Background: an optimization exercise with open tools, aiming at small area, a short achievable clock period and few clock cycles. Do not read the settings as production practice. In this exercise RTL edits were held to simulation tests only and were not proved equivalent to the original.

Setup of run A:
==> flow/design.v <==
module fp_addsub(Sum, A, B, sub);
	input [31:0] A, B;
	input sub;
	output [31:0] Sum;
	wire sA = A[31];
	wire sB = B[31] ^ sub;
	wire [7:0] eA = A[30:23];
	wire [7:0] eB = B[30:23];
	wire [23:0] mA = {1'b1, A[22:0]};
	wire [23:0] mB = {1'b1, B[22:0]};
	wire [8:0] dd = {1'b0,eA} - {1'b0,eB};
	wire swap = dd[8] | ((dd[7:0] == 8'd0) & (B[22:0] > A[22:0]));
	wire [7:0] eBig = swap ? eB : eA;
	 wire [7:0] d = dd[8] ? -dd[7:0] : dd[7:0];
	wire [23:0] mBig = swap ? mB : mA;
	wire [23:0] mSm = swap ? mA : mB;
	wire [23:0] mSh = (d[7:5] != 3'd0 || d[4:3] == 2'b11) ? 24'd0 : (mSm >> d[4:0]);
	wire eff_sub = sA ^ sB;
	wire [24:0] R = {1'b0, mBig} + ({1'b0, mSh} ^ {25{eff_sub}}) + {24'd0, eff_sub};
	wire [23:0] F0 = R[24:1];
	reg [4:0] lz;
	integer k;
	always @(*) begin
		lz = 5'd24;
		for (k = 0; k < 24; k = k + 1)
			if (F0[k]) lz = 5'd23 - k[4:0];
	end
	wire [23:0] F5 = F0 << lz;
	wire [7:0] E = eBig + 8'd1 - {3'b000, lz};
	assign Sum = {swap ? sB : sA, E, F5[22:0]};
endmodule
module SinX(Out, OE, In, start, clk, reset);
	input clk, reset, start;
	input [31:0] In;
	output [31:0] Out;
	output OE;
	localparam [31:0] C360 = 32'h43B40000;
	localparam [31:0] C180 = 32'h43340000;
	localparam [31:0] C90  = 32'h42B40000;
	localparam [31:0] C45  = 32'h42340000;
	localparam [31:0] KCORDIC = 32'h3F1B7507;
	reg st_idle, st_red, st_f2, st_f3, st_it, st_out;
	reg [4:0] i;
	reg s;
	reg [31:0] x, y, z;
	wire [31:0] arctan_i =
		(i == 5'd2) ? 32'h41D48539 :
		(i == 5'd3) ? 32'h41609474 :
		(i == 5'd4) ? 32'h40E40022 :
		(i == 5'd5) ? 32'h4064E2A9 :
		(i == 5'd6) ? 32'h3FE51BCA :
		(i == 5'd7) ? 32'h3F652A1A :
		(i == 5'd8) ? 32'h3EE52DAF :
		(i == 5'd9) ? 32'h3E652E94 :
		(i == 5'd10) ? 32'h3DE52ECD :
		(i == 5'd11) ? 32'h3D652EDC :
		(i == 5'd12) ? 32'h3CE52EDF :
		(i == 5'd13) ? 32'h3C652EE0 :
		(i == 5'd14) ? 32'h3BE52EE0 :
		(i == 5'd15) ? 32'h3B652EE0 :
		(i == 5'd16) ? 32'h3BF5471D :
		(i == 5'd17) ? 32'h3A652EE0 :
		(i == 5'd18) ? 32'h39E52EE0 :
		(i == 5'd19) ? 32'h39652EE0 :
		32'h38E52EE0;
	wire k360 = ~z[31] & (z[30:0] > C360[30:0]);
	wire k180 = ~z[31] & (z[30:0] > C180[30:0]);
	wire k90 = ~z[31] & (z[30:0] > C90[30:0]);
	wire [7:0] i8 = {3'b000, i};
	wire [31:0] ysh = {y[31], y[30:23] - i8, y[22:0]};
	wire [31:0] xsh = {x[31], x[30:23] - i8, x[22:0]};
	wire [31:0] zb = st_it ? arctan_i : (k180 ? C360 : (k90 ? C180 : C45));
	wire [31:0] xo, yo, zo;
	fp_addsub az(zo, z, zb, ~st_it | ~z[31]);
	wire d = zo[31];
	fp_addsub ax(xo, x, ysh, ~d);
	fp_addsub ay(yo, y, xsh, d);
	wire fold = (st_red & ~k360 & k180) | ((st_red | st_f2) & ~k180 & k90);
	wire go_it = ((st_red | st_f2) & ~k90) | st_f3;
	wire last = st_it & (i == 5'd20);
	always @(posedge clk, posedge reset) begin
		if (reset) begin
			st_idle <= 1'b1;
			st_red <= 1'b0;
			st_f2 <= 1'b0;
			st_f3 <= 1'b0;
			st_it <= 1'b0;
			st_out <= 1'b0;
		end else begin
			st_idle <= (st_idle & ~start) | st_out;
			st_red <= (st_idle & start) | (st_red & k360);
			st_f2 <= st_red & ~k360 & k180;
			st_f3 <= (st_red | st_f2) & ~k180 & k90;
			st_it <= go_it | (st_it & ~last);
			st_out <= last;
		end
	end
	always @(posedge clk) begin
		if (st_idle | st_out)
			z <= {1'b0, In[30:0]};
		else
			z <= {zo[31] & ~fold, zo[30:0]};
		if (st_idle)
			s <= In[31];
		else if (st_red & ~k360 & k180)
			s <= ~s;
		x <= (st_it | go_it) ? xo : KCORDIC;
		y <= (st_it | go_it) ? yo : KCORDIC;
		i <= (st_it | go_it) ? i + 5'd1 : 5'd1;
	end
	assign OE = st_out;
	assign Out = {s, y[30:0]};
endmodule
export LEC_CHECK = 0
export ABC_AREA = 1
export ABC_CLOCK_PERIOD_IN_PS = 50000
export CAP_MARGIN = 20
export CORE_MARGIN = 2
export CORE_UTILIZATION = 50
export SLEW_MARGIN = 20
create_clock -name core_clock -period 80.0 [get_ports {clk}]
standard.sh (not shown) runs the stock make flow with config.mk's settings and CLKGATE_MAP_FILE= SYNTH_SCRIPT=/design/flow/synth_recipe.tcl, a recipe that flattens the netlist after the stock synthesis.
==> flow/flow/run.sh <==
#!/bin/bash
# The standard layout (standard.sh: the standard synthesis, then ORFS to
# finish), except that the input and output ports are buffered with
# sky130_fd_sc_hd__buf_1 cells instead of the buffer ORFS picks by default
# (a clkdlybuf4s50_1 delay cell). Each make run's full output goes to a log
# file of its own in this folder; ORFS's per-step logs are under orfs/logs.
set -euo pipefail
bash standard.sh synth > make_synth.log 2>&1
bash standard.sh "BUFFER_PORTS_ARGS=-buffer_cell sky130_fd_sc_hd__buf_1" finish > make_finish.log 2>&1
Run A ran to completion and came out clean on the timing, design-rule and antenna checks.
Testbench counts of run A, summed over its fixed seeds: cycles 7,175.
--- input diff run A..run B ---
==> flow/run.sh (new file) <==
#!/bin/bash
# synth_recipe.tcl (not shown) runs the flow's synth.tcl, then flattens the netlist and writes it again
# the make line also repeats each setting of config.mk as NAME=value (left out here)
make -C /OpenROAD-flow-scripts/flow DESIGN_CONFIG=/design/flow/config.mk WORK_HOME=/design/flow/orfs CLKGATE_MAP_FILE= SYNTH_SCRIPT=/design/flow/synth_recipe.tcl finish
removed: flow/flow/run.sh
removed: flow/standard.sh
--- outcome ---
- Comparing run A against run B, there is no change at all in number of core rows.
- Compared to run A, run B has fraction of met2 tracks used by global routing 0.87 points higher.
- Run A → run B: ratio of final minimum period to clock period grew by 0.50 points; met1 usage went down; detailed-route vias per instance now sits at about the same level.
- Going from run A to run B, final critical-path required period shows an increase of 0.40 ns; initial antenna violation count shows an increase of 2; flip-flop and latch share of the layout cell area shows a reduction of 0.19 points; fmax shows a reduction of 1.3 MHz.

[separate check: timing with driven ports]
How much do the figures lean on ideal ports? The routed layouts below were timed once more, with nothing changed but the port constraints.
Step 1 assumes that a clkbuf_16 drives the clock port and a buf_2 every other input.
Step 2 moves the port delays by t, midway between the first and last clock arrival at a register: inputs arrive t later, outputs are due t later. That takes back most of the time a late clock gives input paths.
a / b / c = ideal / step 1 / step 2; a / b = the first two.
run | t (ns) | setup slack, ns | hold slack, ns | worst setup path after step 2 | clock arrival spread, ns
run A | 0.427 | 62.832 / 62.775 / 63.202 | 0.516 / 0.516 / 0.516 | register to output | 0.036 / 0.035
run B | 0.430 | 62.431 / 62.377 / 62.808 | 0.495 / 0.495 / 0.495 | register to output | 0.025 / 0.025
After both steps setup and hold are still met in every run listed.
